Context: an optimization exercise on an open-source flow, tuned for small area. The choices shown serve that exercise and are no tape-out recipe. Function was checked by simulation only, so behaviour that the tests miss may differ from the original. Power figures rest on the tool's default switching activity, not on a simulated workload.

===== flow/flow/run.sh =====
#!/bin/bash
# Standard flow, with the standard synthesis's combinational logic re-mapped
# for area (registers untouched: same instances, names and cell types), ports
# buffered with the smallest buffer, and a clock tree without dummy loads.
set -uo pipefail
R=orfs/results/$FLOW_PLATFORM/top/base
LIB=$FLOW_HOME/platforms/$FLOW_PLATFORM/lib/sky130_fd_sc_hd__tt_025C_1v80.lib

# 1. standard synthesis, unchanged
bash standard.sh synth > synth.log 2>&1 || exit 1

# 2. re-map the combinational logic: several ABC runs, keep the smallest
cp $R/1_2_yosys.v $R/1_2_yosys.std.v
python3 flow/splitlib.py $LIB comb.lib seq.lib > splitlib.log 2>&1
DU=""
for c in $(grep -oE "cell \(\"?sky130_fd_sc_hd__(probe|lpflow)\w*" $LIB | sed 's/.*__/sky130_fd_sc_hd__/' | sort -u); do DU="$DU -dont_use $c"; done
mkdir -p remap
remap_one() {  # $1 = tag, $2 = abc script text
  echo "$2" > remap/$1.script
  REMAP_IN=$R/1_2_yosys.std.v REMAP_OUT=remap/$1.v REMAP_STAT=remap/$1.stat \
  REMAP_SCRIPT=remap/$1.script REMAP_LIB=$LIB REMAP_DONT_USE="$DU" \
    timeout 300 yosys -c flow/remap.tcl > remap/$1.log 2>&1 || rm -f remap/$1.v remap/$1.stat
}
for S in 0 1 2 3 4 5 6 7; do
  remap_one s$S "strash; &get -n; &deepsyn -J 20 -S $S -T 120; &put; dch -f; amap; topo" &
  if (( S % 4 == 3 )); then wait; fi
done
remap_one plain "strash; dch; amap; topo"
wait
best=""; bestarea=""
for f in remap/*.stat; do
  [[ -f ${f%.stat}.v ]] || continue
  a=$(grep "Chip area" $f | awk '{print $NF}')
  if [[ -z "$best" ]] || python3 -c "import sys; sys.exit(0 if $a < $bestarea else 1)"; then best=${f%.stat}.v; bestarea=$a; fi
done
echo "best remap: $best $bestarea" > remap/choice.txt
if [[ -n "$best" ]]; then cp $best $R/1_2_yosys.v; fi
rm -f $R/1_synth.odb $R/1_synth.sdc comb.lib seq.lib

# 3. the rest of the standard flow
bash standard.sh BUFFER_PORTS_ARGS="-buffer_cell sky130_fd_sc_hd__buf_1" \
  CTS_ARGS="-sink_clustering_enable -repair_clock_nets -dont_use_dummy_load -sink_clustering_size 30 -sink_clustering_max_diameter 300" \
  finish > finish.log 2>&1

===== flow/flow/remap.tcl =====
# Re-map the combinational logic of the standard synthesis netlist for area.
# Flip-flops stay as they are (same instances, names and cell types): the
# sequential cells are read as black boxes, the combinational cells by function.
yosys read_liberty -lib seq.lib
yosys read_liberty -ignore_miss_func comb.lib
yosys read_verilog $::env(REMAP_IN)
yosys hierarchy -top $::env(FLOW_TOP)
yosys flatten
yosys opt -purge
yosys abc -script $::env(REMAP_SCRIPT) -liberty $::env(REMAP_LIB) {*}$::env(REMAP_DONT_USE)
yosys read_liberty -lib -overwrite $::env(REMAP_LIB)
yosys setundef -zero
yosys opt_clean -purge
yosys hilomap -singleton -hicell sky130_fd_sc_hd__conb_1 HI -locell sky130_fd_sc_hd__conb_1 LO
yosys splitnets
yosys opt_clean -purge
yosys check -assert
yosys write_verilog -noattr -nohex -nodec $::env(REMAP_OUT)
yosys tee -o $::env(REMAP_STAT) stat -liberty $::env(REMAP_LIB)

===== flow/flow/splitlib.py =====
#!/usr/bin/env python3
# Split a liberty file into combinational-only and sequential-only libraries.
# usage: splitlib.py in.lib comb.lib seq.lib
import sys, re
src = open(sys.argv[1]).read()
# locate top-level cell groups by brace matching
cells = []
for m in re.finditer(r'\n(\s*)cell\s*\(\s*"?([\w]+)"?\s*\)\s*\{', src):
    start = m.start() + 1
    i = m.end(); depth = 1
    while depth:
        c = src[i]
        if c == '{': depth += 1
        elif c == '}': depth -= 1
        i += 1
    cells.append((start, i, m.group(2)))
head = src[:cells[0][0]]
tail = src[cells[-1][1]:]
comb, seq = [], []
for s, e, n in cells:
    body = src[s:e]
    if re.search(r'\b(ff|latch|statetable)\s*\(', body):
        seq.append(body)
    else:
        comb.append(body)
open(sys.argv[2], 'w').write(head + '\n'.join(comb) + tail)
open(sys.argv[3], 'w').write(head + '\n'.join(seq) + tail)
print(len(comb), 'comb', len(seq), 'seq', file=sys.stderr)

===== flow/standard.sh =====
#!/bin/bash
# synth_recipe.tcl (not shown) runs the flow's synth.tcl, then flattens the netlist and writes it again
# the make line also repeats each setting of config.mk as NAME=value (left out here)
make -C /OpenROAD-flow-scripts/flow DESIGN_CONFIG=/design/flow/config.mk WORK_HOME=/design/flow/orfs CLKGATE_MAP_FILE= SYNTH_SCRIPT=/design/flow/synth_recipe.tcl "${@:-finish}"

===== flow/config.mk =====
export PLATFORM = sky130hd
export DESIGN_NAME = top
export DESIGN_NICKNAME = top
export VERILOG_FILES = /design/flow/design.v
export SDC_FILE = /design/flow/constraint.sdc
export NUM_CORES = 4
export LEC_CHECK = 0
export CAP_MARGIN = 20
export CORE_MARGIN = 2
export CORE_UTILIZATION = 40
export SLEW_MARGIN = 20

===== flow/constraint.sdc =====
create_clock -name core_clock -period 5.0 [get_ports {clk}]
set_input_delay 1.0000 -clock core_clock [delete_from_list [all_inputs] [get_ports {clk}]]
set_output_delay 1.0000 -clock core_clock [all_outputs]
set_load 0.01 [all_outputs]

===== flow/design.v =====
module top(input clk, res, modo, mais, menos,
           output [6:0] h, m, s, output alarmeon, som);
wire ud = ~menos | mais;    
wire pm = mais | menos;
reg       p;
reg [2:0] k;
always @(posedge clk or negedge res)
  if (~res) begin p <= 1'b0; k <= 3'b000; end
  else begin
    p <= modo;
    if (p & ~modo) k <= {k[1:0], ~k[2]};
  end
wire md_r   = ~k[2] & ~k[0];
wire md_ah  =  k[0] & ~k[1];
wire md_am  =  k[1] & ~k[2];
wire md_c   =  k[2] &  k[0];
wire md_ajh =  k[1] & ~k[0];
wire md_ajm =  k[2] & ~k[1];
wire md_adj =  k[0] & ~k[2];    
localparam GA = 2'd0, GT = 2'd1, GC = 2'd2;
reg [1:0] g, q;
wire t;
wire ph   = q[0] ^ q[1];
wire edg  = mais ^ ph;
wire [1:0] qn = ph ? {~q[1], q[0]} : {q[1], ~q[0]};
always @(posedge clk or negedge res)
  if (~res) begin g <= GA; q <= 2'b00; end
  else case (g)
    GA: if (edg & md_r & ~t) q <= qn;
        else if (t & q[1]) begin g <= GT; q <= 2'b00; end
        else if (md_c) begin g <= GC; q <= 2'b11; end
    GT: if (~q[0]) begin
          if (edg & md_r & t) q <= 2'b01;
          else if (~t) begin g <= GA; q <= 2'b00; end
          else if (md_c) begin g <= GC; q <= 2'b11; end
        end else begin
          if (~t | (edg & md_r)) begin g <= GA; q <= 2'b00; end
          else if (md_c) begin g <= GC; q <= 2'b11; end
        end
    GC: if (edg & md_c) q <= qn;
        else if (~md_c) begin g <= GA; q <= 2'b00; end
    default: ;
  endcase
wire st_at = (g == GT);
wire st_al = (g == GA) & q[1];
wire start = (g == GC) & ~q[1];
reg [6:0] cs;             
reg [5:0] sc;             
reg [5:0] sr, mr, ma;     
reg [4:0] hr, ha;         
wire cs99 = cs[6] & cs[5] & cs[1] & cs[0];
function w59(input [5:0] v, input u);
  w59 = u ? (v[5] & v[4] & v[3] & v[1] & v[0]) : (v == 6'd0);
endfunction
function [5:0] n59(input [5:0] v, input u);
  n59 = u ? ((v[5] & v[4] & v[3] & v[1] & v[0]) ? 6'd0 : v + 6'd1)
          : ((v == 6'd0) ? 6'd59 : v - 6'd1);
endfunction
function [4:0] n23(input [4:0] v, input u);
  n23 = u ? ((v[4] & v[2] & v[1] & v[0]) ? 5'd0 : v + 5'd1)
          : ((v == 5'd0) ? 5'd23 : v - 5'd1);
endfunction
wire sig_sc = ~cs99;
wire sig_mr = (md_ajm & pm) | ~w59(sr, ud);
wire sig_hr = (md_ajh & pm) | ~w59(mr, ud);
wire sig_ma = (md_am & pm) | ud;
wire sig_ha = (md_ah & pm) | ~w59(ma, ud);
reg nq_sc, nq_mr, nq_hr, nq_ma, nq_ha;
always @(posedge clk or negedge res)
  if (~res) {nq_sc, nq_mr, nq_hr, nq_ma, nq_ha} <= 5'b0;
  else {nq_sc, nq_mr, nq_hr, nq_ma, nq_ha} <= ~{sig_sc, sig_mr, sig_hr, sig_ma, sig_ha};
wire en_sc = sig_sc & nq_sc;
wire en_mr = sig_mr & nq_mr;
wire en_hr = sig_hr & nq_hr;
wire en_ma = sig_ma & nq_ma;
wire en_ha = sig_ha & nq_ha;
always @(posedge clk or negedge res)
  if (~res) begin
    cs <= 0; sc <= 0; sr <= 0; mr <= 0; hr <= 0; ma <= 0; ha <= 0;
  end else begin
    if (menos) cs <= 0;
    else if (start) cs <= cs99 ? 7'd0 : cs + 7'd1;
    if (menos) sc <= 0;
    else if (en_sc) sc <= n59(sc, ud);
    sr <= n59(sr, ud);
    if (en_mr) mr <= n59(mr, ud);
    if (en_hr) hr <= n23(hr, ud);
    if (en_ma) ma <= n59(ma, ud);
    if (en_ha) ha <= n23(ha, ud);
  end
assign t = (hr == ha) & (mr == ma);
assign h = md_c ? 7'd0 : md_adj ? {2'b0, ha} : {2'b0, hr};
assign m = md_c ? {1'b0, sc} : md_adj ? {1'b0, ma} : {1'b0, mr};
assign s = md_c ? cs : md_adj ? 7'd0 : {1'b0, sr};
assign alarmeon = st_al | st_at;
assign som = t & st_at;
endmodule

==> results of run 1 <==
[power by group through the flow]
stage                     clock (mW)  combinational (mW)  sequential, mW
after floorplan                    0               0.372           0.635
after global placement             0               0.505           0.670
after detailed placement           0               0.508           0.671
after CTS                      0.234               0.511           0.663
after global routing           0.252               0.581           0.684
final                          0.226               0.508           0.666
[routing by layer]
layer / global-route usage / routed length [µm]
met2: 0.3023 / 3052
met3: 0.03864 / 370
met5: 0 / 0
met1: 0.2585 / 3254
met4: 0.05734 / 106
[critical path, stage by stage, from the launching register on]
cell,delay [ps]
dfrtp_1,770
clkinv_1,430
nor2_1,560
clkinv_1,300
o22ai_1,260
buf_1,180
[cell type report]
class / instances / area, µm² / area share
clock buffer: 5 / 68.82 / 0.02210
multi-input combinational: 235 / 1235 / 0.3965
timing repair buffer: 27 / 113.9 / 0.03656
inverter: 60 / 225.2 / 0.07232
sequential: 54 / 1351 / 0.4339
tap: 96 / 120.1 / 0.03857
[path summary, 6_finish.rpt]
check / to / slack, ps / cells past startpoint
max: h[1] / 1190 / 5
min: cs[1] / 510 / 1
max reg2reg: mr[5] / 2480 / 12
min reg2reg: cs[1] / 510 / 1
max in group asynchronous: cs[0] / 3720 / 2
min in group asynchronous: ha[4] / 820 / 2
[flip-flops by register name (all words and copies together), names as in the netlist]
name / flops
nq_ha: 1
sr: 6
k: 3
nq_hr: 1
sc: 6
hr: 5
nq_mr: 1
ha: 5
nq_ma: 1
cs: 7
ma: 6
p: 1
q: 2
mr: 6
g: 2
nq_sc: 1
[stage by stage]
stage	hold WS [ps]	total power, mW	utilization	setup WS [ps]
after global placement	494.9	1.175	0.4483	1096
after detailed placement	501.2	1.179	0.4483	932.9
final	513.4	1.400	0.4584	1193
after CTS	513.7	1.407	0.4584	1174
after floorplan	462.1	1.007	-	1470
after global routing	536.1	1.517	0.4584	848.9
[layout by cell type, fill, tap and decap left out, types with 2 or more instances in the layout]
| cell type | n |
|---|---|
| a211oi_1 | 3 |
| a21oi_1 | 10 |
| a221oi_1 | 3 |
| a22oi_1 | 7 |
| a31oi_1 | 4 |
| and2_0 | 2 |
| and3_1 | 4 |
| buf_1 | 23 |
| buf_4 | 3 |
| clkbuf_8 | 5 |
| clkinv_1 | 60 |
| conb_1 | 3 |
| dfrtp_1 | 54 |
| nand2_1 | 31 |
| nand3_1 | 2 |
| nand4_1 | 2 |
| nor2_1 | 48 |
| nor2b_1 | 6 |
| nor3_1 | 14 |
| nor4_1 | 2 |
| o21a_1 | 5 |
| o21ai_0 | 45 |
| o221ai_1 | 3 |
| o22ai_1 | 30 |
| o32ai_1 | 5 |
==> run_results.csv, run 1 <==
group,metric,value,unit
pwr,powerDensity,449.5,nW/µm²
grt,grt_pass1_wl,11340,µm
floorplan,io_pins,28,
pwr,switching_share,0.4219,
pwr,ir_drop,0.1888,mV
setup_path,r2r_start,"sr[0]",
grt,antenna_found_initial,0,
clocking,hold_buffers,0,
timing,min_period,3807,ps
floorplan,design.core.area,6794,µm²
route,finalWirelength,6784,µm
route,first_pass_iters,4,
floorplan,die_h,87.73,µm
placed_design,io_buffers,24,
floorplan,rows,30,
setup_path,critPathCaptureType,"output pin",
synth,yosys_warnings,1,
floorplan,die_w,87.73,µm
synth,syn_area_per_cell,8.081,µm²
route,ant_nets,0,
setup_path,worstPathArrival,2810,ps
route,viasPerCell,5.344,
timing,slew_headroom,0.5256,
grt,grt_overflow,0,
route,vias,2549,
worst_hold_path,hp-start,"cs[1]",
clocking,cts_buffer_depth,2,
finish,nNetsFinal,388,
clocking,htreeDepth,2,
pwr,p_switching,590.6,µW
finish,final_cells,477,
finish,drive_gt1_frac,0.02362,
clocking,cts_resized,0,
grt,grt_usage,0.1886,
placed_design,gp_congestion,0.8759,
job,drv_cap,0,
clocking,clock_latency,310,ps
timing,setup_viol_count_final,0,
grt,grt_pass1_vias,2373,
pwr,intPower,809.4,µW
finish,antenna_cells,0,
clocking,cts_root_buffer,"clkbuf_8",
clocking,cts_tree,"yes",
timing,skew,9.944,ps
timing,tns,0,ps
finish,area_delta_synth_final,11.07,%
pwr,combPwrFrac,0.363,
setup_path,cp-startpoint,"k[0]",
setup_path,cp_max_fo,18,
synth,netlist_instances,347,
timing,fin_crit_sh,0.7614,
timing,slew_violations,0,
pwr,pwr-share-seq,0.476,
clocking,cts.sink_count,54,
timing,max_freq,0.2627,GHz
placed_design,dp_hpwl,5062,µm
worst_hold_path,hold_class,"flip-flop to flip-flop",
grt,grt_max_degree,55,
route,drtIter0Drc,131,
timing,hold_viol_final,0,
clocking,postCtsSetupRepairBufs,0,
placed_design,dpl.cell_count,472,
placed_design,place_area,3045,µm²
floorplan,start_util,0.4127,
setup_path,start_kind,"flip-flop",
clocking,clk_pin_slew,90,ps
pwr,p_leak,1.198,nW
route,drc_errors,0,
floorplan,dieArea,7696,µm²
finish,nFillCells,673,
synth,synth_area,2804,µm²
route,wire_per_inst,14.22,µm
timing,rsz0062_at_grt,"false",
setup_path,crit_required,4000,ps
finish,fin_area,3114,µm²
timing,worst_pin_slew,705.1,ps
outcome,status,"timing/DRC/antenna clean",
setup_path,worst-setup-path-type,"flip-flop to output pin",
clocking,numCtsBuffers,5,
pwr,power_frac_clock,0.161,
==> run 2: changes to the inputs <==
--- a/flow/flow/run.sh
+++ b/flow/flow/run.sh
@@ -41,3 +41,3 @@
 bash standard.sh BUFFER_PORTS_ARGS="-buffer_cell sky130_fd_sc_hd__buf_1" \
-  CTS_ARGS="-sink_clustering_enable -repair_clock_nets -dont_use_dummy_load -sink_clustering_size 30 -sink_clustering_max_diameter 300" \
+  CTS_ARGS="-sink_clustering_enable -repair_clock_nets -dont_use_dummy_load" \
   finish > finish.log 2>&1
==> run 2 against run 1 <==
Effect of this change:
- largest cell class unchanged
- largest power group unchanged
- worst setup slack unchanged
- clock power about the same
- hold slack is the same
- utilization unchanged
- global-route usage unchanged
- clock skew stayed put
==> run_results.csv, run 2 <==
group,metric,value,unit
setup_path,worstPathArrival,2810,ps
worst_hold_path,hold_class,"flip-flop to flip-flop",
route,finalWirelength,6784,µm
finish,final_cells,477,
timing,max_freq,0.2627,GHz
timing,setup_viol_count_final,0,
finish,top_register,"cs",
setup_path,critPathCaptureType,"output pin",
clocking,postCtsSetupRepairBufs,0,
route,vias,2549,
synth,syn_area_per_cell,8.081,µm²
finish,nFillCells,673,
finish,area_delta_synth_final,11.07,%
placed_design,dpl.cell_count,472,
grt,grt_pass1_wl,11340,µm
timing,worst_pin_slew,705.1,ps
placed_design,gp_congestion,0.8759,
setup_path,crit_required,4000,ps
pwr,power,1.400,mW
synth,netlist_instances,347,
route,drc_errors,0,
grt,grt_usage,0.1886,
timing,fin_crit_sh,0.7614,
timing,rsz0062_at_grt,"false",
floorplan,design.core.area,6794,µm²
clocking,numCtsBuffers,5,
grt,grt_max_degree,55,
grt,grt_pass1_vias,2373,
setup_path,cp_max_fo,18,
floorplan,io_pins,28,
timing,layout_setup_ws,1193,ps
setup_path,start_kind,"flip-flop",
placed_design,dp_slack,932.9,ps
grt,grt_overflow,0,
route,wire_per_inst,14.22,µm
synth,synth_area,2804,µm²
clocking,hold_buffers,0,
route,first_pass_iters,4,
clocking,cts_buffer_depth,2,
job,drv_cap,0,
setup_path,worst-setup-path-type,"flip-flop to output pin",
synth,yosys_warnings,1,
finish,antenna_cells,0,
setup_path,r2r_slack,2480,ps
clocking,htreeDepth,2,
floorplan,die_h,87.73,µm
finish,drive_gt1_frac,0.02362,
grt,antenna_found_initial,0,
timing,skew,9.944,ps
setup_path,path_cells,"clkinv_1, nor2_1, clkinv_1, o22ai_1, buf_1",
timing,hold_viol_final,0,
timing,tns,0,ps
setup_path,crit_slowest_cell,"dfrtp_1",
finish,final_cell_mix,"clkinv_1 (60), dfrtp_1 (54), nor2_1 (48), o21ai_0 (45), nand2_1 (31)",
floorplan,start_util,0.4127,
route,ant_nets,0,
finish,largest_reg_flops,7,
finish,final_common_cell,"clkinv_1",
finish,nNetsFinal,388,
clocking,cts.sink_count,54,
pwr,p_leak,1.198,nW
placed_design,dp_hpwl,5062,µm
outcome,status,"timing/DRC/antenna clean",
setup_path,cp_common_cell,"clkinv_1",
setup_path,max_stage_delay,770,ps
finish,final_util,0.4584,
clocking,clk_pin_slew,90,ps
pwr,powerDensity,449.5,nW/µm²
setup_path,crit_buf_inv,3,
clocking,clock_latency,310,ps
timing,slew_violations,0,
placed_design,io_buffers,24,
clocking,cts_root_buffer,"clkbuf_8",
floorplan,rows,30,
clocking,cts_resized,0,
floorplan,dieArea,7696,µm²
timing,min_period,3807,ps
floorplan,die_w,87.73,µm
route,drtIter0Drc,131,
clocking,cts_tree,"yes",
setup_path,crit_family,"buffers and inverters",
timing,slew_headroom,0.5256,
route,viasPerCell,5.344,
pwr,ir_drop,0.1888,mV
run 2: metal layers:
metal	vias up	global-route usage	part of all wire
li1	1304	-	-
met4	0	0.05734	0.016
met5	-	0	0
met2	75	0.3023	0.45
met1	1159	0.2585	0.48
met3	11	0.03864	0.055
run 2: through the flow:
step | cell area (µm²) | hold slack (ps)
final | 3114 | 513.4
after global routing | 3114 | 536.1
after CTS | 3114 | 513.7
after detailed placement | 3045 | 501.2
after global placement | 3045 | 494.9
after floorplan | 2811 | 462.1
run 2: worst paths after layout:
path | startpoint | end | cells past startpoint
min reg2reg | cs[1] | cs[1] | 1
min | cs[1] | cs[1] | 1
min in group asynchronous | res | ha[4] | 2
max | k[0] | h[1] | 5
max reg2reg | sr[0] | mr[5] | 12
max in group asynchronous | res | cs[0] | 2
run 2: power by group:
group	internal, mW	leakage, nW	switching [mW]	total (mW)
logic	0.182	0.485	0.326	0.508
registers	0.537	0.677	0.130	0.666
clock network	0.0909	0.0359	0.135	0.226
run 2: area by class of cell:
type / instances / area (µm²) / area share
clock buffers: 5 / 68.82 / 0.02210
inverters: 60 / 225.2 / 0.07232
multi-input cells: 235 / 1235 / 0.3965
flip-flops and latches: 54 / 1351 / 0.4339
well taps: 96 / 120.1 / 0.03857
repair buffers: 27 / 113.9 / 0.03656
==> run 3: changes to the inputs <==
--- a/flow/flow/run.sh
+++ b/flow/flow/run.sh
@@ -41,3 +41,3 @@
 bash standard.sh BUFFER_PORTS_ARGS="-buffer_cell sky130_fd_sc_hd__buf_1" \
-  CTS_ARGS="-sink_clustering_enable -repair_clock_nets -dont_use_dummy_load" \
+  CTS_ARGS="-sink_clustering_enable -repair_clock_nets -dont_use_dummy_load -buf_list sky130_fd_sc_hd__clkbuf_16 -sink_clustering_size 30 -sink_clustering_max_diameter 300" \
   finish > finish.log 2>&1
==> run 3 against run 2 <==
Effect of this change:
- worst setup slack worse by 42 ps
- cell count did not move
- combinational power hardly changed
- largest cell class unchanged
==> run_results.csv, run 3 <==
group,metric,value,unit
outcome,status,"timing/DRC/antenna clean",
route,vias,2511,
placed_design,dp_slack,932.9,ps
timing,layout_setup_ws,1151,ps
setup_path,start_kind,"flip-flop",
pwr,ir_drop,0.2581,mV
floorplan,io_pins,28,
finish,top_register,"cs",
timing,skew,4.949,ps
timing,setup_viol_count_final,0,
setup_path,worstPathArrival,2850,ps
grt,grt_pass1_wl,11320,µm
timing,rsz0062_at_grt,"false",
route,drc_errors,0,
route,finalWirelength,6771,µm
clocking,cts_buffer_depth,2,
finish,multi_input_area,1235,µm²
setup_path,cp_max_fo,18,
finish,final_util,0.4667,
timing,worst_pin_slew,718.6,ps
timing,hold_viol_final,0,
placed_design,gp_congestion,0.8759,
setup_path,crit_required,4000,ps
pwr,powerDensity,472.9,nW/µm²
finish,nNetsFinal,388,
job,drv_cap,0,
setup_path,worst-setup-path-type,"flip-flop to output pin",
clocking,cts_root_buffer,"clkbuf_16",
floorplan,die_h,87.73,µm
finish,drive_gt1_frac,0.02362,
setup_path,critPathCaptureType,"output pin",
worst_hold_path,hold_end,"cs[1]",
setup_path,cp_common_cell,"clkinv_1",
route,wire_per_inst,14.19,µm
worst_hold_path,min_delay_path_depth,1,
setup_path,path_cells,"clkinv_1, nor2_1, clkinv_1, o22ai_1, buf_1",
setup_path,r2r_cells,7,
setup_path,max_stage_delay,780,ps
route,viasPerCell,5.264,
grt,grt_pass1_vias,2378,
synth,syn_area_per_cell,8.081,µm²
pwr,p_leak,1.224,nW
route,drtIter0Drc,115,
placed_design,io_buffers,24,
clocking,htreeDepth,2,
timing,tns,0,ps
placed_design,dp_hpwl,5062,µm
clocking,postCtsSetupRepairBufs,0,
finish,largest_reg_flops,7,
timing,slew_violations,0,
floorplan,rows,30,
worst_hold_path,hp-start,"cs[1]",
clocking,clk_pin_slew,70,ps
finish,final_common_cell,"clkinv_1",
grt,grt_max_degree,55,
clocking,numCtsBuffers,5,
timing,finalHoldWorstSlack,507.8,ps
timing,fin_crit_sh,0.7698,
grt,grt_overflow,0,
timing,max_freq,0.2598,GHz
clocking,cts_resized,0,
finish,regArea,1351,µm²
grt,grt_usage,0.1872,
route,ant_nets,0,
synth,netlist_instances,347,
finish,nFillCells,660,
floorplan,dieArea,7696,µm²
setup_path,r2r_slack,2480,ps
synth,yosys_warnings,1,
synth,synth_area,2804,µm²
timing,min_period,3849,ps
floorplan,design.core.area,6794,µm²
clocking,cts_tree,"yes",
clocking,clock_latency,290,ps
timing,slew_headroom,0.5165,
finish,area_delta_synth_final,13.07,%
worst_hold_path,hold_class,"flip-flop to flip-flop",
finish,final_cell_mix,"clkinv_1 (60), dfrtp_1 (54), nor2_1 (48), o21ai_0 (45), nand2_1 (31)",
floorplan,start_util,0.4127,
clocking,hold_buffers,0,
setup_path,r2r_end,"ha[4]",
finish,antenna_cells,0,
grt,antenna_found_initial,0,
setup_path,r2r_start,"k[0]",
clocking,cts.sink_count,54,
route,first_pass_iters,4,
floorplan,die_w,87.73,µm
setup_path,crit_slowest_cell,"dfrtp_1",
==> run 3: worst max-delay path: cells and delay by family (launching register included) <==
family | cells | cell delay, ps
AOI/OAI and AO/OA | 1 | 270
buffers and inverters | 3 | 940
DFF | 1 | 780
and+or+nand+nor | 1 | 570
==> run 3: layer usage <==
metal / share of wire / wire (µm) / global-route usage
met5: 0 / 0 / 0
met4: 0.018 / 121 / 0.05315
met3: 0.062 / 420 / 0.04053
met2: 0.45 / 3059 / 0.3003
met1: 0.47 / 3170 / 0.2567
==> run 3: power by group <==
part	switching [mW]	internal, mW	total [mW]
clock	0.146	0.178	0.324
combinational	0.326	0.182	0.508
sequential	0.130	0.538	0.668
total	0.602	0.897	1.50
==> run 3: area by class of cell <==
type,instances,area share
Sequential cell,54,0.4262
Inverter,60,0.07103
Multi-Input combinational cell,235,0.3895
Tap cell,96,0.03788
Clock buffer,5,0.03946
Timing Repair Buffer,27,0.03591
==> run 3: worst max-delay path by stage <==
stage / from / to / slack (ps) / cells after the start
floorplan: menos / mr[5] / 1470 / 15
global placement: menos / mr[5] / 1100 / 17
detailed placement: menos / mr[5] / 930 / 17
CTS: k[0] / h[1] / 1210 / 5
global route: menos / mr[5] / 820 / 18
finish: k[0] / h[1] / 1150 / 5
==> run 3: through the flow <==
| stage | cell area (µm²) | power [mW] | std cells |
|---|---|---|---|
| after floorplan | 2811 | 1.007 | 349 |
| after global placement | 3045 | 1.175 | 472 |
| after detailed placement | 3045 | 1.179 | 472 |
| after CTS | 3171 | 1.504 | 477 |
| after global routing | 3171 | 1.612 | 477 |
| final | 3171 | 1.499 | 477 |
==> run 4: changes to the inputs <==
==> flow/flow/run.sh (replaced) <==
#!/bin/bash
# Standard flow, with the standard synthesis's combinational logic re-mapped
# for area (registers untouched: same instances, names and cell types), ports
# buffered with the smallest buffer, and a clock tree without dummy loads.
set -uo pipefail
R=orfs/results/$FLOW_PLATFORM/top/base
LIB=$FLOW_HOME/platforms/$FLOW_PLATFORM/lib/sky130_fd_sc_hd__tt_025C_1v80.lib

# 1. standard synthesis, unchanged
bash standard.sh synth > synth.log 2>&1 || exit 1

# 2. re-map the combinational logic: several ABC runs, keep the smallest
cp $R/1_2_yosys.v $R/1_2_yosys.std.v
python3 flow/splitlib.py $LIB comb.lib seq.lib > splitlib.log 2>&1
DU=""
for c in $(grep -oE "cell \(\"?sky130_fd_sc_hd__(probe|lpflow)\w*" $LIB | sed 's/.*__/sky130_fd_sc_hd__/' | sort -u); do DU="$DU -dont_use $c"; done
mkdir -p remap
remap_one() {  # $1 = tag, $2 = input netlist, $3 = abc script text
  echo "$3" > remap/$1.script
  REMAP_IN=$2 REMAP_OUT=remap/$1.v REMAP_STAT=remap/$1.stat \
  REMAP_SCRIPT=remap/$1.script REMAP_LIB=$LIB REMAP_DONT_USE="$DU" \
    timeout 300 yosys -c flow/remap.tcl > remap/$1.log 2>&1 || rm -f remap/$1.v remap/$1.stat
}
area_of() { grep "Chip area" $1 | awk '{print $NF}'; }
best=$R/1_2_yosys.std.v; bestarea=1e9
pick_best() {  # keep the smallest netlist among remap/$1*.v
  for f in remap/$1*.stat; do
    [[ -f ${f%.stat}.v ]] || continue
    a=$(area_of $f)
    if python3 -c "import sys; sys.exit(0 if $a < $bestarea else 1)"; then best=${f%.stat}.v; bestarea=$a; fi
  done
  echo "after $1: $best $bestarea" >> remap/choice.txt
}
for round in 1 2 3; do
  src=$best
  for S in 0 1 2 3 4 5 6 7; do
    remap_one r${round}s$S $src "strash; &get -n; &deepsyn -J 20 -S $S -T 120; &put; dch -f; amap; topo" &
    if (( S % 4 == 3 )); then wait; fi
  done
  wait
  pick_best r${round}
done
if [[ "$best" != "$R/1_2_yosys.std.v" ]]; then cp $best $R/1_2_yosys.v; fi
rm -f $R/1_synth.odb $R/1_synth.sdc comb.lib seq.lib

# 3. the rest of the standard flow
bash standard.sh BUFFER_PORTS_ARGS="-buffer_cell sky130_fd_sc_hd__buf_1" \
  CTS_ARGS="-sink_clustering_enable -repair_clock_nets -dont_use_dummy_load" \
  finish > finish.log 2>&1
--- a/flow/config.mk
+++ b/flow/config.mk
@@ -7,5 +7,6 @@
 export LEC_CHECK = 0
-export CAP_MARGIN = 20
+export CAP_MARGIN = 0
 export CORE_MARGIN = 2
 export CORE_UTILIZATION = 40
-export SLEW_MARGIN = 20
+export GPL_TIMING_DRIVEN = 0
+export SLEW_MARGIN = 0
==> run 4 against run 3 <==
Effect of this change:
- final area down 3.8%
- clock power down 31%
- synthesized cell count down 2.9%
- count of clock-buffer cells in the layout unchanged
- sequential share of layout area up 1.7 points
- critical path depth unchanged
- register-to-register slack worse by 590 ps
- fmax down 5.3%
- non-clock buffer count down 2
- via count down 1.0%
- die area down 1.4%
- highest routed layer unchanged
==> run_results.csv, run 4 <==
group,metric,value,unit
placed_design,io_buffers,24,
pwr,powerDensity,504.5,nW/µm²
setup_path,cp-startpoint,"k[0]",
floorplan,dieArea,7587,µm²
grt,grt_overflow,0,
setup_path,cp_max_fo,13,
clocking,clk_pin_slew,110,ps
route,drc_errors,0,
finish,final_common_cell,"clkinv_1",
finish,final_util,0.4515,
finish,top_register,"cs",
grt,grt_pass1_wl,11250,µm
synth,syn_area_per_cell,8.198,µm²
pwr,ir_drop,0.1764,mV
floorplan,start_util,0.4089,
setup_path,worstPathArrival,3070,ps
pwr,p_leak,1.149,nW
floorplan,die_h,87.11,µm
route,viasPerCell,5.537,
clocking,clock_latency,320,ps
placed_design,dp_hpwl,5092,µm
floorplan,design.core.area,6756,µm²
finish,regArea,1351,µm²
timing,rsz0062_at_grt,"false",
timing,slew_headroom,0.4856,
placed_design,dpl.cell_count,444,
floorplan,io_pins,28,
setup_path,r2r_slack,1890,ps
grt,grt_usage,0.1873,
job,drv_cap,0,
finish,fin_area,3050,µm²
timing,worst_pin_slew,768.8,ps
finish,final_cell_mix,"clkinv_1 (58), nor2_1 (54), dfrtp_1 (54), o21ai_0 (35), o22ai_1 (33)",
timing,min_period,4066,ps
grt,grt_max_degree,32,
finish,area_delta_synth_final,10.42,%
timing,finalHoldWorstSlack,491.8,ps
route,drtIter0Drc,173,
clocking,cts_tree,"yes",
route,first_pass_iters,4,
timing,hold_viol_final,0,
clocking,postCtsSetupRepairBufs,0,
placed_design,gp_congestion,0.8642,
timing,max_freq,0.2459,GHz
worst_hold_path,hp-start,"sc[1]",
worst_hold_path,hold_class,"flip-flop to flip-flop",
floorplan,die_w,87.11,µm
finish,multi_input_area,1201,µm²
setup_path,worst-setup-path-type,"flip-flop to output pin",
route,ant_nets,0,
setup_path,r2r_start,"k[0]",
setup_path,crit_required,4000,ps
placed_design,place_area,2982,µm²
grt,antenna_found_initial,0,
timing,fin_crit_sh,0.8132,
finish,final_cells,449,
clocking,htreeDepth,2,
outcome,status,"timing/DRC/antenna clean",
timing,slew_violations,0,
finish,nFillCells,688,
timing,tns,0,ps
clocking,cts_buffer_depth,2,
finish,antenna_cells,0,
route,wire_per_inst,14.74,µm
synth,yosys_warnings,1,
clocking,cts_resized,0,
floorplan,rows,30,
synth,netlist_instances,337,
clocking,cts_root_buffer,"clkbuf_8",
synth,synth_area,2763,µm²
finish,largest_reg_flops,7,
setup_path,start_kind,"flip-flop",
grt,grt_pass1_vias,2367,
finish,nNetsFinal,376,
finish,drive_gt1_frac,0.01897,
clocking,hold_buffers,0,
route,finalWirelength,6618,µm
timing,setup_viol_count_final,0,
setup_path,critPathCaptureType,"output pin",
clocking,cts.sink_count,54,
clocking,numCtsBuffers,5,
route,vias,2486,
timing,skew,32.76,ps
[run 4: layout make-up]
| cell class | count | area share |
|---|---|---|
| Clock buffer | 5 | 0.02256 |
| Inverter | 58 | 0.07137 |
| Multi-Input combinational cell | 227 | 0.3938 |
| Sequential cell | 54 | 0.4430 |
| Tap cell | 80 | 0.03281 |
| Timing Repair Buffer | 25 | 0.03651 |
[run 4: power by group]
| group | switching (mW) | leakage (nW) | total (mW) | internal (mW) |
|---|---|---|---|---|
| Clock | 0.135 | 0.0359 | 0.225 | 0.0908 |
| Combinational | 0.396 | 0.440 | 0.621 | 0.225 |
| Sequential | 0.134 | 0.673 | 0.692 | 0.559 |
[run 4: path summary, 6_finish.rpt]
path,endpoint,depth (start not counted)
worst max-delay path,s[0],5
worst min-delay path,sc[1],1
worst max register to register,q[1],6
worst min register to register,sc[1],1
max in group asynchronous,ma[2],2
min in group asynchronous,g[0],1
[run 4: metrics by stage]
step,power (mW),setup WS [ps]
global placement,1.306,628.3
floorplan,1.127,1771
finish,1.539,934.1
CTS,1.547,915.9
detailed placement,1.321,605.6
global route,1.667,434.9
[run 4: worst max-delay path, stage by stage, from the launching register on]
cell and delay [ps]:
dfrtp_1 630, clkinv_1 460, nor2_1 720, clkinv_1 490
o22ai_1 270, buf_1 180
[run 4: metal layers]
layer  routed length, µm  global-route usage  up-vias
met5                   0                   0        -
met4                  75             0.05035        0
met3                 269             0.03507        6
met2                3155              0.3137       44
met1                3117              0.2495     1166
li1                    -                   -     1270
==> run 5: changes to the inputs <==
--- a/flow/config.mk
+++ b/flow/config.mk
@@ -7,6 +7,5 @@
 export LEC_CHECK = 0
-export CAP_MARGIN = 0
+export CAP_MARGIN = 20
 export CORE_MARGIN = 2
 export CORE_UTILIZATION = 40
-export GPL_TIMING_DRIVEN = 0
-export SLEW_MARGIN = 0
+export SLEW_MARGIN = 20
==> run 5 against run 4 <==
Effect of this change:
- synthesized area stayed put
- largest cell class unchanged
- critical path type unchanged
- highest routed layer unchanged
- worst setup slack better by 330 ps
- sequential power grew 0.9%
- total power grew 1.4%
==> run_results.csv, run 5 <==
group,metric,value,unit
placed_design,io_buffers,24,
grt,grt_pass1_wl,11810,µm
timing,max_freq,0.2680,GHz
clocking,hold_buffers,0,
setup_path,crit_family,"buffers and inverters",
timing,rsz0062_at_grt,"false",
finish,largest_reg_flops,7,
pwr,combPwrFrac,0.406,
floorplan,io_pins,28,
setup_path,crit_slowest_cell,"dfrtp_1",
timing,slew_headroom,0.4504,
job,drv_cap,0,
clocking,numCtsBuffers,5,
outcome,status,"timing/DRC/antenna clean",
floorplan,die_h,87.11,µm
finish,drive_gt1_frac,0.02426,
clocking,postCtsSetupRepairBufs,0,
route,first_pass_iters,5,
synth,yosys_warnings,1,
timing,tns,0,ps
timing,worst_pin_slew,813.7,ps
clocking,cts_buffer_depth,2,
finish,final_cell_mix,"clkinv_1 (58), nor2_1 (54), dfrtp_1 (54), o21ai_0 (35), o22ai_1 (33)",
setup_path,worstPathArrival,2730,ps
setup_path,crit_required,4000,ps
setup_path,worst-setup-path-type,"flip-flop to output pin",
synth,synth_area,2763,µm²
grt,grt_pass1_vias,2394,
route,vias,2536,
timing,setup_viol_count_final,0,
grt,grt_usage,0.1972,
placed_design,dp_slack,1365,ps
timing,slew_violations,0,
grt,grt_max_degree,55,
route,viasPerCell,5.623,
floorplan,die_w,87.11,µm
clocking,clk_pin_slew,100,ps
placed_design,gp_congestion,0.8623,
synth,syn_area_per_cell,8.198,µm²
timing,hold_viol_final,0,
finish,top_register,"cs",
clocking,cts_tree,"yes",
setup_path,path_cells,"clkinv_1, nor2_1, clkinv_1, o22ai_1, a21oi_1, buf_1",
floorplan,start_util,0.4089,
route,ant_nets,0,
timing,min_period,3731,ps
setup_path,max_stage_delay,620,ps
timing,skew,16.75,ps
clocking,clock_latency,310,ps
pwr,powerDensity,511.2,nW/µm²
setup_path,critPathCaptureType,"output pin",
clocking,cts_root_buffer,"clkbuf_8",
floorplan,rows,30,
route,finalWirelength,6946,µm
pwr,ir_drop,0.1781,mV
clocking,htreeDepth,2,
synth,netlist_instances,337,
finish,area_delta_synth_final,10.51,%
finish,final_common_cell,"clkinv_1",
floorplan,dieArea,7587,µm²
setup_path,cp_max_fo,13,
route,drc_errors,0,
pwr,p_switching,685.3,µW
setup_path,start_kind,"flip-flop",
timing,fin_crit_sh,0.7463,
pwr,intPower,875.5,µW
pwr,switching_share,0.4391,
grt,antenna_found_initial,0,
route,drtIter0Drc,189,
worst_hold_path,hold_class,"flip-flop to flip-flop",
placed_design,dp_hpwl,5268,µm
route,wire_per_inst,15.40,µm
floorplan,design.core.area,6756,µm²
grt,grt_overflow,0,
clocking,cts.sink_count,54,
finish,nFillCells,676,
finish,antenna_cells,0,
clocking,cts_resized,0,
pwr,p_leak,1.155,nW
timing,layout_setup_ws,1269,ps
pwr,pwr-share-seq,0.447,
setup_path,cp_common_cell,"clkinv_1",
finish,nNetsFinal,378,
pwr,power_frac_clock,0.147,
setup_path,crit_buf_inv,3,
run 5: power groups by stage:
stage | sequential, mW | clock, mW | combinational, mW
after detailed placement | 0.704 | 0 | 0.632
after global routing | 0.722 | 0.248 | 0.715
after global placement | 0.706 | 0 | 0.626
after CTS | 0.697 | 0.234 | 0.633
after floorplan | 0.663 | 0 | 0.464
final | 0.698 | 0.230 | 0.633
run 5: area by class of cell:
| type | instances | area (µm²) | area share |
|---|---|---|---|
| Sequential cell | 54 | 1351 | 0.4426 |
| Multi-Input combinational cell | 227 | 1201 | 0.3934 |
| Inverter | 58 | 217.7 | 0.07131 |
| Timing Repair Buffer | 27 | 113.9 | 0.03729 |
| Tap cell | 80 | 100.1 | 0.03279 |
| Clock buffer | 5 | 68.82 | 0.02254 |
run 5: metrics by stage:
step / cells / power [mW] / instance area (µm²) / hold slack, ps / utilization
after CTS: 451 / 1.564 / 3053 / 505.2 / 0.4519
after floorplan: 339 / 1.127 / 2770 / 455.7 / -
after global placement: 446 / 1.332 / 2984 / 478.2 / 0.4417
after global routing: 451 / 1.685 / 3053 / 538.9 / 0.4519
final: 451 / 1.561 / 3053 / 499.8 / 0.4519
after detailed placement: 446 / 1.336 / 2984 / 490.0 / 0.4417
run 5: final timing paths:
path,from,end,slack [ps],cells after the start
setup / recovery,k[0],m[1],1270,6
hold / removal,cs[1],cs[1],500,1
setup reg to reg,hr[0],q[1],2580,9
hold reg to reg,cs[1],cs[1],500,1
max in group asynchronous,res,k[1],3710,2
min in group asynchronous,res,k[2],820,2
run 5: per-layer routing:
| layer | share of wire | GRT usage |
|---|---|---|
| met1 | 0.48 | 0.2762 |
| met2 | 0.46 | 0.3095 |
| met3 | 0.037 | 0.03128 |
| met4 | 0.021 | 0.07273 |
| met5 | 0 | 0 |
==> run 6: changes to the inputs <==
--- a/flow/flow/run.sh
+++ b/flow/flow/run.sh
@@ -47,3 +47,3 @@
 bash standard.sh BUFFER_PORTS_ARGS="-buffer_cell sky130_fd_sc_hd__buf_1" \
-  CTS_ARGS="-sink_clustering_enable -repair_clock_nets -dont_use_dummy_load" \
+  CTS_ARGS="-sink_clustering_enable -repair_clock_nets -dont_use_dummy_load -sink_clustering_levels 1 -sink_clustering_size 20" \
   finish > finish.log 2>&1
==> run 6 against run 5 <==
Effect of this change:
- global-route usage stayed put
- synthesized area stayed put
- critical path type unchanged
- largest cell class unchanged
- highest routed layer unchanged
- critical endpoint unchanged
- still clean on timing, DRC and antenna
- fmax did not move
==> run_results.csv, run 6 <==
group,metric,value,unit
outcome,status,"timing/DRC/antenna clean",
timing,setup_viol_count_final,0,
floorplan,start_util,0.4089,
timing,skew,16.75,ps
clocking,cts.sink_count,54,
setup_path,r2r_cells,9,
finish,antenna_cells,0,
setup_path,cp_max_fo,13,
worst_hold_path,min_delay_path_depth,1,
synth,yosys_warnings,1,
timing,hold_viol_final,0,
floorplan,io_pins,28,
setup_path,r2r_slack,2580,ps
placed_design,io_buffers,24,
setup_path,worstPathArrival,2730,ps
finish,drive_gt1_frac,0.02426,
pwr,ir_drop,0.1781,mV
timing,min_period,3731,ps
grt,grt_usage,0.1972,
floorplan,die_h,87.11,µm
setup_path,max_stage_delay,620,ps
setup_path,start_kind,"flip-flop",
setup_path,cp_common_cell,"clkinv_1",
synth,syn_area_per_cell,8.198,µm²
floorplan,dieArea,7587,µm²
grt,grt_max_degree,55,
timing,max_freq,0.2680,GHz
route,first_pass_iters,5,
setup_path,crit_slowest_cell,"dfrtp_1",
setup_path,r2r_start,"hr[0]",
route,vias,2536,
clocking,cts_root_buffer,"clkbuf_8",
placed_design,dp_slack,1365,ps
timing,slew_headroom,0.4504,
grt,antenna_found_initial,0,
setup_path,path_cells,"clkinv_1, nor2_1, clkinv_1, o22ai_1, a21oi_1, buf_1",
timing,fin_crit_sh,0.7463,
worst_hold_path,hold_end,"cs[1]",
pwr,powerDensity,511.2,nW/µm²
grt,grt_pass1_vias,2394,
floorplan,die_w,87.11,µm
clocking,cts_resized,0,
route,wire_per_inst,15.40,µm
grt,grt_pass1_wl,11810,µm
pwr,p_leak,1.155,nW
clocking,cts_tree,"yes",
clocking,postCtsSetupRepairBufs,0,
finish,nNetsFinal,378,
route,viasPerCell,5.623,
finish,area_delta_synth_final,10.51,%
job,drv_cap,0,
setup_path,critPathCaptureType,"output pin",
clocking,hold_buffers,0,
timing,slew_violations,0,
timing,tns,0,ps
finish,final_util,0.4519,
timing,finalHoldWorstSlack,499.8,ps
clocking,numCtsBuffers,5,
synth,netlist_instances,337,
clocking,htreeDepth,2,
floorplan,design.core.area,6756,µm²
clocking,cts_buffer_depth,2,
route,finalWirelength,6946,µm
finish,final_cell_mix,"clkinv_1 (58), nor2_1 (54), dfrtp_1 (54), o21ai_0 (35), o22ai_1 (33)",
clocking,clk_pin_slew,100,ps
placed_design,gp_congestion,0.8623,
route,drtIter0Drc,189,
placed_design,dp_hpwl,5268,µm
setup_path,crit_required,4000,ps
timing,rsz0062_at_grt,"false",
timing,worst_pin_slew,813.7,ps
clocking,clock_latency,310,ps
worst_hold_path,hp-start,"cs[1]",
finish,final_common_cell,"clkinv_1",
setup_path,worst-setup-path-type,"flip-flop to output pin",
timing,layout_setup_ws,1269,ps
grt,grt_overflow,0,
finish,largest_reg_flops,7,
finish,top_register,"cs",
setup_path,r2r_end,"q[1]",
synth,synth_area,2763,µm²
worst_hold_path,hold_class,"flip-flop to flip-flop",
route,drc_errors,0,
floorplan,rows,30,
route,ant_nets,0,
[run 6: stage by stage]
| step | power [mW] | cell area, µm² | instances |
|---|---|---|---|
| after floorplan | 1.127 | 2770 | 339 |
| after global placement | 1.332 | 2984 | 446 |
| after detailed placement | 1.336 | 2984 | 446 |
| after CTS | 1.564 | 3053 | 451 |
| after global routing | 1.685 | 3053 | 451 |
| final | 1.561 | 3053 | 451 |
[run 6: report_power, final]
part,switching (mW),internal (mW),leakage (nW)
combinational,0.407,0.226,0.446
sequential,0.139,0.558,0.673
clock,0.139,0.0910,0.0359
total,0.685,0.875,1.15
[run 6: routing by layer]
metal / vias up / GRT usage / part of all wire
met3: 13 / 0.03128 / 0.037
met2: 56 / 0.3095 / 0.46
met4: 0 / 0.07273 / 0.021
met1: 1189 / 0.2762 / 0.48
met5: - / 0 / 0
li1: 1278 / - / -
[run 6: layout make-up]
class	instances	area, µm²
clock buffers	5	68.82
multi-input cells	227	1201
fillers	676	3704
flip-flops and latches	54	1351
well taps	80	100.1
repair buffers	27	113.9
inverters	58	217.7
[run 6: worst max-delay path by stage]
stage,startpoint,end,slack [ps],cells after the start
final,k[0],m[1],1270,6
after global routing,k[0],m[1],1070,6
after CTS,k[0],m[1],1320,6
after detailed placement,menos,mr[5],1360,15
after global placement,menos,mr[5],1530,15
after floorplan,menos,mr[5],1770,13
[run 6: critical path: cells and delay by family, from the launching register on]
family / cells / cell delay (ps)
buf+inv: 3 / 940
compound gates: 2 / 340
simple gates: 1 / 530
flops: 1 / 620
==> run 7: changes to the inputs <==
--- a/flow/design.v
+++ b/flow/design.v
@@ -5,43 +5,51 @@
 reg       p;
-reg [2:0] k;
+reg [2:0] k, u;
+wire cg = (k[2] ^ k[1]) & (k[1] ^ k[0]);                
+wire [2:0] kc = k | {cg & ~k[2], cg & k[2], 1'b0};     
+wire md_r   = ~kc[2] & ~kc[0];
+wire md_ah  =  kc[0] & ~kc[1];
+wire md_am  =  kc[1] & ~kc[2];
+wire md_c   =  kc[2] &  kc[0];
+wire md_ajh =  kc[1] & ~kc[0];
+wire md_ajm =  kc[2] & ~kc[1];
+wire md_adj =  kc[0] & ~kc[2];    
+wire t;
+wire [1:0] q = u[1:0];
+wire gt  = ~cg & u[2];
+wire ga  = ~cg & ~u[2];
+wire ph  = q[0] ^ q[1];
+wire edg = mais ^ ph;
+wire [1:0] qs = ph ? {~q[1], q[0]} : {q[1], ~q[0]};
+reg cg_n, gt_n; reg [1:0] q_n;
+always @* begin
+  cg_n = cg; gt_n = gt; q_n = q;
+  if (ga) begin
+    if (edg & md_r & ~t) q_n = qs;
+    else if (t & q[1]) begin gt_n = 1'b1; q_n = 2'b00; end
+    else if (md_c) begin cg_n = 1'b1; q_n = 2'b11; end
+  end else if (gt) begin
+    if (~q[0]) begin
+      if (edg & md_r & t) q_n = 2'b01;
+      else if (~t) begin gt_n = 1'b0; q_n = 2'b00; end
+      else if (md_c) begin gt_n = 1'b0; cg_n = 1'b1; q_n = 2'b11; end
+    end else begin
+      if (~t | (edg & md_r)) begin gt_n = 1'b0; q_n = 2'b00; end
+      else if (md_c) begin gt_n = 1'b0; cg_n = 1'b1; q_n = 2'b11; end
+    end
+  end else begin
+    if (edg & md_c) q_n = qs;
+    else if (~md_c) begin cg_n = 1'b0; q_n = 2'b00; end
+  end
+end
+wire [2:0] kb = (p & ~modo) ? {kc[1:0], ~kc[2]} : kc;
 always @(posedge clk or negedge res)
-  if (~res) begin p <= 1'b0; k <= 3'b000; end
+  if (~res) begin p <= 1'b0; k <= 3'b000; u <= 3'b000; end
   else begin
     p <= modo;
-    if (p & ~modo) k <= {k[1:0], ~k[2]};
+    k <= kb & ~{cg_n & ~kb[0], cg_n & kb[0], 1'b0};
+    u <= {gt_n, q_n};
   end
-wire md_r   = ~k[2] & ~k[0];
-wire md_ah  =  k[0] & ~k[1];
-wire md_am  =  k[1] & ~k[2];
-wire md_c   =  k[2] &  k[0];
-wire md_ajh =  k[1] & ~k[0];
-wire md_ajm =  k[2] & ~k[1];
-wire md_adj =  k[0] & ~k[2];    
-localparam GA = 2'd0, GT = 2'd1, GC = 2'd2;
-reg [1:0] g, q;
-wire t;
-wire ph   = q[0] ^ q[1];
-wire edg  = mais ^ ph;
-wire [1:0] qn = ph ? {~q[1], q[0]} : {q[1], ~q[0]};
-always @(posedge clk or negedge res)
-  if (~res) begin g <= GA; q <= 2'b00; end
-  else case (g)
-    GA: if (edg & md_r & ~t) q <= qn;
-        else if (t & q[1]) begin g <= GT; q <= 2'b00; end
-        else if (md_c) begin g <= GC; q <= 2'b11; end
-    GT: if (~q[0]) begin
-          if (edg & md_r & t) q <= 2'b01;
-          else if (~t) begin g <= GA; q <= 2'b00; end
-          else if (md_c) begin g <= GC; q <= 2'b11; end
-        end else begin
-          if (~t | (edg & md_r)) begin g <= GA; q <= 2'b00; end
-          else if (md_c) begin g <= GC; q <= 2'b11; end
-        end
-    GC: if (edg & md_c) q <= qn;
-        else if (~md_c) begin g <= GA; q <= 2'b00; end
-    default: ;
-  endcase
-wire st_at = (g == GT);
-wire st_al = (g == GA) & q[1];
-wire start = (g == GC) & ~q[1];
+wire st_at = gt;
+wire st_al = ga & q[1];
+wire start = cg & ~q[1];
 reg [6:0] cs;             
--- a/flow/flow/run.sh
+++ b/flow/flow/run.sh
@@ -47,3 +47,3 @@
 bash standard.sh BUFFER_PORTS_ARGS="-buffer_cell sky130_fd_sc_hd__buf_1" \
-  CTS_ARGS="-sink_clustering_enable -repair_clock_nets -dont_use_dummy_load -sink_clustering_levels 1 -sink_clustering_size 20" \
+  CTS_ARGS="-sink_clustering_enable -repair_clock_nets -dont_use_dummy_load" \
   finish > finish.log 2>&1
--- a/flow/config.mk
+++ b/flow/config.mk
@@ -9,3 +9,3 @@
 export CORE_MARGIN = 2
-export CORE_UTILIZATION = 40
+export CORE_UTILIZATION = 75
 export SLEW_MARGIN = 20
==> run 7 against run 6 <==
Effect of this change:
- clock skew barely moved
- final area decreased by 1.7%
- largest cell class unchanged
- synthesized cell count is 1.5% higher
- critical path type unchanged
- sequential share of layout area down 0.059 points
==> run_results.csv, run 7 <==
group,metric,value,unit
timing,hold_viol_final,0,
clocking,clk_pin_slew,90,ps
route,ant_nets,0,
route,drtIter0Drc,407,
finish,drive_gt1_frac,0.02133,
worst_hold_path,hold_end,"sr[5]",
clocking,clock_latency,310,ps
synth,syn_area_per_cell,8.063,µm²
timing,slew_violations,0,
placed_design,gp_congestion,0.9685,
floorplan,io_pins,28,
grt,antenna_found_initial,0,
synth,synth_area,2758,µm²
grt,grt_max_degree,54,
finish,area_delta_synth_final,8.802,%
grt,grt_overflow,0,
pwr,powerDensity,532.0,nW/µm²
pwr,power,1.596,mW
worst_hold_path,min_delay_path_depth,1,
grt,grt_pass1_vias,2401,
setup_path,cp_max_fo,14,
timing,min_period,3969,ps
clocking,cts_root_buffer,"clkbuf_8",
pwr,switching_share,0.4570,
worst_hold_path,hp-start,"sr[5]",
clocking,numCtsBuffers,5,
route,first_pass_iters,6,
job,drv_cap,0,
grt,grt_pass1_wl,11060,µm
placed_design,io_buffers,24,
clocking,cts_resized,0,
floorplan,start_util,0.7647,
finish,final_cell_mix,"clkinv_1 (60), nor2_1 (57), dfrtp_1 (53), nand2_1 (34), o21ai_0 (30)",
setup_path,r2r_end,"cs[5]",
setup_path,r2r_cells,10,
clocking,hold_buffers,0,
pwr,intPower,866.8,µW
timing,tns,0,ps
timing,setup_viol_count_final,0,
route,finalWirelength,6568,µm
synth,netlist_instances,342,
floorplan,rows,22,
route,drc_errors,0,
route,wire_per_inst,15.53,µm
floorplan,design.core.area,3606,µm²
clocking,cts_tree,"yes",
finish,nNetsFinal,382,
clocking,cts.sink_count,53,
pwr,power_frac_clock,0.138,
placed_design,dp_hpwl,4897,µm
finish,antenna_cells,0,
outcome,status,"timing/DRC/antenna clean",
worst_hold_path,hold_class,"flip-flop to flip-flop",
timing,worst_pin_slew,667.2,ps
floorplan,die_h,64.64,µm
pwr,p_switching,729.5,µW
finish,top_register,"cs",
clocking,cts_buffer_depth,2,
setup_path,crit_required,4000,ps
setup_path,start_kind,"flip-flop",
finish,largest_reg_flops,7,
clocking,postCtsSetupRepairBufs,0,
setup_path,r2r_start,"k[0]",
timing,slew_headroom,0.5494,
floorplan,dieArea,4178,µm²
timing,fin_crit_sh,0.7938,
finish,final_common_cell,"clkinv_1",
timing,skew,16.92,ps
grt,grt_usage,0.3463,
route,viasPerCell,6.206,
floorplan,die_w,64.64,µm
pwr,pwr-share-seq,0.429,
setup_path,r2r_slack,1990,ps
pwr,p_leak,1.159,nW
setup_path,worst-setup-path-type,"flip-flop to output pin",
clocking,htreeDepth,2,
timing,max_freq,0.2520,GHz
route,vias,2625,
timing,rsz0062_at_grt,"false",
pwr,combPwrFrac,0.433,
pwr,ir_drop,0.3830,mV
synth,yosys_warnings,1,
setup_path,worstPathArrival,2970,ps
setup_path,critPathCaptureType,"output pin",
run 7: power groups by stage:
stage               combinational (mW)  clock [mW]  sequential (mW)
global route                     0.765       0.233            0.699
detailed placement               0.674           0            0.684
CTS                              0.677       0.218            0.676
finish                           0.691       0.221            0.685
global placement                 0.662           0            0.680
floorplan                        0.488           0            0.644
run 7: how the worst max path moves through the flow:
stage	from	endpoint	slack, ps	cells past startpoint
final	k[0]	m[1]	1030	6
after global placement	menos	mr[5]	1190	16
after detailed placement	menos	mr[5]	920	16
after floorplan	menos	mr[5]	1710	15
after CTS	k[0]	m[1]	1170	6
after global routing	menos	mr[5]	720	17
run 7: through the flow:
stage	cells	setup slack, ps	area (µm²)	hold WS, ps	utilization
2_1_floorplan	344	1712	2765	462.2	-
4_1_cts	423	1166	3000	508.5	0.8321
5_1_grt	423	724.1	3000	535.9	0.8321
6_report	423	1031	3000	505.1	0.8321
3_3_place_gp	418	1192	2932	482.6	0.8130
3_5_place_dp	418	920.0	2932	495.4	0.8130
run 7: critical path, cell delays in order (launching register included):
cell	delay, ps
dfrtp_1	680
clkinv_1	470
nor2_1	630
clkinv_1	430
o22ai_1	260
a21oi_1	60
buf_1	150
run 7: layer usage:
metal  routed length (µm)  part of all wire  up-vias  global-route usage
li1                     -                 -     1278                   -
met1                 2788              0.42     1192              0.4701
met2                 3149              0.48      137              0.5703
met3                  499             0.076       18             0.05729
met4                  131             0.020        0              0.1223
met5                    0                 0        -                   0
run 7: layout make-up:
type,count,area [µm²]
Fill cell,235,605.6
Timing Repair Buffer,26,106.4
Multi-Input combinational cell,231,1214
Tap cell,48,60.06
Clock buffer,5,68.82
Inverter,60,225.2
Sequential cell,53,1326
==> run 8: changes to the inputs <==
--- a/flow/config.mk
+++ b/flow/config.mk
@@ -9,3 +9,3 @@
 export CORE_MARGIN = 2
-export CORE_UTILIZATION = 75
+export CORE_UTILIZATION = 85
 export SLEW_MARGIN = 20
==> run 8 against run 7 <==
Effect of this change:
- synthesized cell count unchanged
- the run now fails in 3_1_place_gp_skip_io
- synthesized area unchanged
==> run_results.csv, run 8 <==
group,metric,value,unit
synth,yosys_warnings,1,
outcome,error,"[ERROR GPL-0301] Utilization 103.787 % exceeds 100%.",
synth,synth_area,2758,µm²
synth,netlist_instances,342,
floorplan,start_util,0.8959,
synth,syn_area_per_cell,8.063,µm²
outcome,flow.stopped_at,"3_1_place_gp_skip_io",
floorplan,die_w,60.96,µm
outcome,status,"aborted with a tool error",
floorplan,rows,20,
floorplan,die_h,60.96,µm
==> run 9: changes to the inputs <==
--- a/flow/config.mk
+++ b/flow/config.mk
@@ -9,3 +9,3 @@
 export CORE_MARGIN = 2
-export CORE_UTILIZATION = 85
+export CORE_UTILIZATION = 40
 export SLEW_MARGIN = 20
==> run 9 against run 8 <==
Effect of this change:
- the run now finishes clean
- synthesized cell count unchanged
- synthesized area unchanged
==> run_results.csv, run 9 <==
group,metric,value,unit
pwr,powerDensity,518.5,nW/µm²
timing,setup_viol_count_final,0,
setup_path,crit_slowest_cell,"dfrtp_1",
clocking,cts_root_buffer,"clkbuf_8",
synth,synth_area,2758,µm²
finish,drive_gt1_frac,0.02394,
timing,worst_pin_slew,684.4,ps
floorplan,die_h,87.03,µm
timing,slew_violations,0,
finish,area_delta_synth_final,10.53,%
pwr,ir_drop,0.2292,mV
route,viasPerCell,5.590,
setup_path,crit_buf_inv,3,
grt,grt_max_degree,54,
setup_path,path_cells,"clkinv_1, nor2_1, clkinv_1, o22ai_1, a21oi_1, buf_1",
pwr,p_leak,1.164,nW
floorplan,dieArea,7574,µm²
clocking,clock_latency,310,ps
setup_path,worstPathArrival,2780,ps
route,drc_errors,0,
clocking,cts_resized,0,
placed_design,io_buffers,24,
setup_path,cp_common_cell,"clkinv_1",
setup_path,crit_required,4000,ps
setup_path,crit_family,"buffers and inverters",
clocking,cts_tree,"yes",
finish,final_util,0.4536,
floorplan,design.core.area,6719,µm²
clocking,clk_pin_slew,100,ps
worst_hold_path,hold_class,"flip-flop to flip-flop",
synth,syn_area_per_cell,8.063,µm²
route,finalWirelength,6745,µm
setup_path,critPathCaptureType,"output pin",
floorplan,rows,30,
setup_path,worst-setup-path-type,"flip-flop to output pin",
route,drtIter0Drc,177,
clocking,cts.sink_count,53,
route,first_pass_iters,6,
outcome,status,"timing/DRC/antenna clean",
grt,grt_pass1_wl,11360,µm
setup_path,max_stage_delay,660,ps
clocking,htreeDepth,2,
finish,nNetsFinal,383,
timing,rsz0062_at_grt,"false",
clocking,cts_buffer_depth,2,
job,drv_cap,0,
floorplan,io_pins,28,
placed_design,dp_hpwl,5113,µm
placed_design,gp_congestion,0.8965,
grt,antenna_found_initial,0,
floorplan,start_util,0.4104,
timing,fin_crit_sh,0.7565,
finish,final_cell_mix,"clkinv_1 (60), nor2_1 (57), dfrtp_1 (53), nand2_1 (34), o21ai_0 (30)",
route,vias,2549,
timing,max_freq,0.2644,GHz
finish,final_common_cell,"clkinv_1",
finish,nFillCells,665,
grt,grt_overflow,0,
route,ant_nets,0,
setup_path,start_kind,"flip-flop",
clocking,numCtsBuffers,5,
timing,skew,26.63,ps
grt,grt_usage,0.1920,
grt,grt_pass1_vias,2364,
route,wire_per_inst,14.79,µm
timing,finalHoldWorstSlack,507.4,ps
synth,netlist_instances,342,
finish,antenna_cells,0,
floorplan,die_w,87.03,µm
synth,yosys_warnings,1,
timing,tns,0,ps
pwr,power,1.580,mW
timing,min_period,3782,ps
finish,largest_reg_flops,7,
clocking,hold_buffers,0,
timing,hold_viol_final,0,
finish,top_register,"cs",
timing,slew_headroom,0.5377,
clocking,postCtsSetupRepairBufs,0,
setup_path,cp_max_fo,14,
==> run 9: worst reg2reg max path, cell delays in order (launching register included) <==
cell and delay, ps:
dfrtp_1 660, clkinv_1 430, nor2_1 180, o21ai_0 140, or2_0 310, nor2_1 240, nand2_1 110, nor2_1 180
and2_0 210, nand2_1 110, nor2_1 140, a211oi_1 70
==> run 9: stage by stage <==
stage               instances  worst slack (ps)  instance area [µm²]
global route              456             929.2                 3048
detailed placement        451              1232                 2979
CTS                       456              1242                 3048
global placement          451              1328                 2979
floorplan                 344              1712                 2765
finish                    456              1218                 3048
==> run 9: power by group <==
| group | switching (mW) | internal [mW] | leakage (nW) | total, mW |
|---|---|---|---|---|
| registers | 0.137 | 0.537 | 0.654 | 0.674 |
| logic | 0.448 | 0.240 | 0.474 | 0.687 |
| clock network | 0.128 | 0.0907 | 0.0359 | 0.219 |
| total | 0.713 | 0.868 | 1.16 | 1.58 |
==> run 9: routing by layer <==
| layer | vias up | share of wire | GRT usage |
|---|---|---|---|
| li1 | 1285 | - | - |
| met1 | 1179 | 0.46 | 0.2626 |
| met2 | 72 | 0.47 | 0.3137 |
| met3 | 13 | 0.054 | 0.03033 |
| met4 | 0 | 0.019 | 0.05824 |
| met5 | - | 0 | 0 |
==> run 9: area by class of cell <==
class,instances,area [µm²],area share
timing repair buffer,27,113.9,0.03736
tap,80,100.1,0.03284
inverter,60,225.2,0.07389
clock buffer,5,68.82,0.02258
sequential,53,1326,0.4351
multi-input combinational,231,1214,0.3982
==> run 9: worst paths after layout <==
kind,start,to,slack (ps),depth (start not counted)
max reg2reg,k[0],cs[5],2070,11
min in group asynchronous,res,hr[4],780,2
max in group asynchronous,res,ha[1],3730,2
min,cs[1],cs[1],510,1
min reg2reg,cs[1],cs[1],510,1
max,k[0],m[1],1220,6
==> run 10: changes to the inputs <==
--- a/flow/config.mk
+++ b/flow/config.mk
@@ -9,3 +9,3 @@
 export CORE_MARGIN = 2
-export CORE_UTILIZATION = 40
+export CORE_UTILIZATION = 60
 export SLEW_MARGIN = 20
==> run 10 against run 9 <==
Effect of this change:
- fmax is 6.7% lower
- cell count is 6.4% lower
- hold slack gained 3.9 ps
- utilization increased by 23 points
- first-iteration DRC count grew 57%
- clock power about the same
- flip-flop and latch count unchanged
- synthesized cell count is the same
- wire length down 3.2%
- highest routed layer unchanged
==> run_results.csv, run 10 <==
group,metric,value,unit
timing,tns,0,ps
timing,slew_violations,0,
pwr,powerDensity,524.4,nW/µm²
timing,skew,14.46,ps
finish,top_register,"cs",
placed_design,io_buffers,24,
timing,layout_setup_ws,945.8,ps
grt,grt_max_degree,54,
setup_path,r2r_end,"cs[5]",
timing,finalHoldWorstSlack,511.3,ps
finish,final_util,0.6855,
finish,antenna_cells,0,
synth,synth_area,2758,µm²
synth,syn_area_per_cell,8.063,µm²
worst_hold_path,hold_end,"sc[5]",
timing,fin_crit_sh,0.8108,
setup_path,cp_max_fo,14,
route,first_pass_iters,5,
clocking,hold_buffers,0,
timing,max_freq,0.2467,GHz
placed_design,dpl.cell_count,422,
finish,fin_area,3005,µm²
setup_path,r2r_cells,11,
grt,grt_usage,0.2650,
worst_hold_path,min_delay_path_depth,2,
synth,yosys_warnings,1,
route,top_layer_used,"met4",
route,viasPerCell,6.059,
route,drc_errors,0,
route,vias,2587,
job,drv_cap,0,
placed_design,place_area,2937,µm²
setup_path,r2r_start,"k[0]",
route,wl_met3,365,µm
finish,final_cell_mix,"clkinv_1 (60), nor2_1 (57), dfrtp_1 (53), nand2_1 (34), o21ai_0 (30)",
timing,min_period,4054,ps
route,wl_met2,2857,µm
placed_design,gp_congestion,0.9401,
finish,largest_reg_flops,7,
setup_path,start_kind,"flip-flop",
pwr,p_leak,1.159,nW
finish,drive_gt1_frac,0.02133,
floorplan,die_w,71.80,µm
synth,netlist_instances,342,
timing,rsz0062_at_grt,"false",
route,wl_met1,3219,µm
route,ant_nets,0,
grt,grt_pass1_vias,2267,
route,wire_per_inst,15.28,µm
worst_hold_path,hold_class,"flip-flop to flip-flop",
clocking,cts_root_buffer,"clkbuf_8",
placed_design,dp_slack,848.9,ps
setup_path,worst-setup-path-type,"flip-flop to output pin",
timing,hold_viol_final,0,
pwr,combPwrFrac,0.427,
pwr,ir_drop,0.2855,mV
floorplan,rows,24,
clocking,numCtsBuffers,5,
clocking,clock_latency,310,ps
floorplan,io_pins,28,
setup_path,critPathCaptureType,"output pin",
floorplan,die_h,71.80,µm
timing,worst_pin_slew,683.9,ps
clocking,cts.sink_count,53,
clocking,clk_pin_slew,100,ps
setup_path,cp-startpoint,"k[0]",
pwr,switching_share,0.4500,
grt,grt_overflow,0,
clocking,cts_resized,0,
pwr,power_frac_clock,0.141,
setup_path,r2r_slack,1980,ps
finish,area_delta_synth_final,8.984,%
grt,antenna_found_initial,0,
setup_path,crit_required,4000,ps
clocking,cts_buffer_depth,2,
pwr,p_switching,709.2,µW
floorplan,design.core.area,4384,µm²
grt,grt_pass1_wl,10650,µm
finish,final_cells,427,
setup_path,worstPathArrival,3050,ps
route,drtIter0Drc,278,
finish,final_common_cell,"clkinv_1",
placed_design,dp_hpwl,4866,µm
finish,nNetsFinal,382,
pwr,pwr-share-seq,0.432,
route,finalWirelength,6526,µm
worst_hold_path,hp-start,"sc[5]",
clocking,htreeDepth,2,
timing,setup_viol_count_final,0,
pwr,intPower,866.9,µW
outcome,status,"timing/DRC/antenna clean",
timing,slew_headroom,0.5381,
clocking,postCtsSetupRepairBufs,0,
floorplan,dieArea,5155,µm²
clocking,cts_tree,"yes",
floorplan,start_util,0.6290,
pwr,power,1.576,mW
[run 10: per-layer routing]
layer,up-vias,track usage
li1,1291,-
met1,1212,0.4147
met2,75,0.3879
met3,9,0.03516
met4,0,0.07547
met5,-,0
[run 10: worst max-delay path by stage]
| stage | endpoint | slack (ps) | cells past startpoint |
|---|---|---|---|
| after floorplan | mr[5] | 1710 | 15 |
| after global placement | mr[5] | 1120 | 16 |
| after detailed placement | mr[5] | 850 | 16 |
| after CTS | m[1] | 1010 | 6 |
| after global routing | mr[5] | 690 | 17 |
| final | m[1] | 950 | 6 |
[run 10: area by class of cell]
type / count / area (µm²)
clock buffers: 5 / 68.82
fillers: 386 / 1379
well taps: 52 / 65.06
multi-input cells: 231 / 1214
inverters: 60 / 225.2
flip-flops and latches: 53 / 1326
repair buffers: 26 / 106.4
[run 10: critical path: stages (launching register included)]
cell and delay [ps]:
dfrtp_1 690, clkinv_1 480, nor2_1 630, clkinv_1 420, o22ai_1 300, a21oi_1 80
buf_1 150
[run 10: power by group through the flow]
stage                     sequential, mW  combinational [mW]  clock, mW
after detailed placement           0.683               0.669          0
after global placement             0.683               0.666          0
final                              0.680               0.674      0.222
after floorplan                    0.644               0.488          0
after global routing               0.699               0.758      0.236
after CTS                          0.675               0.670      0.225

## what the ideal ports hide
Ports are ideal in the flow. The routed layouts listed here were re-timed in OpenROAD.
Step 1: set_driving_cell puts a clkbuf_16 on clk and a buf_2 on each other input, an assumption about the parent block.
Step 2, shift: input delay + t, output delay - t, t = (earliest + latest rising clock arrival at the registers) / 2. This alone moves slack from input paths to output paths.
Three values: ideal ports, drivers, drivers and shift; two values: the first two.
| run | t (ns) | slack for setup (ns) |
|---|---|---|
| run 1 | 0.328 | 1.193 / 1.166 / 0.879 |
| run 2 | 0.328 | 1.193 / 1.166 / 0.879 |
| run 3 | 0.317 | 1.151 / 1.121 / 0.882 |
| run 4 | 0.335 | 0.934 / 0.904 / 0.621 |
| run 5 | 0.338 | 1.269 / 1.238 / 1.315 |
| run 6 | 0.338 | 1.269 / 1.238 / 1.315 |
| run 7 | 0.327 | 1.031 / 1.003 / 0.851 |
| run 9 | 0.329 | 1.218 / 1.189 / 1.185 |
| run 10 | 0.325 | 0.946 / 0.919 / 0.744 |
After both steps setup and hold are still met in every run listed.
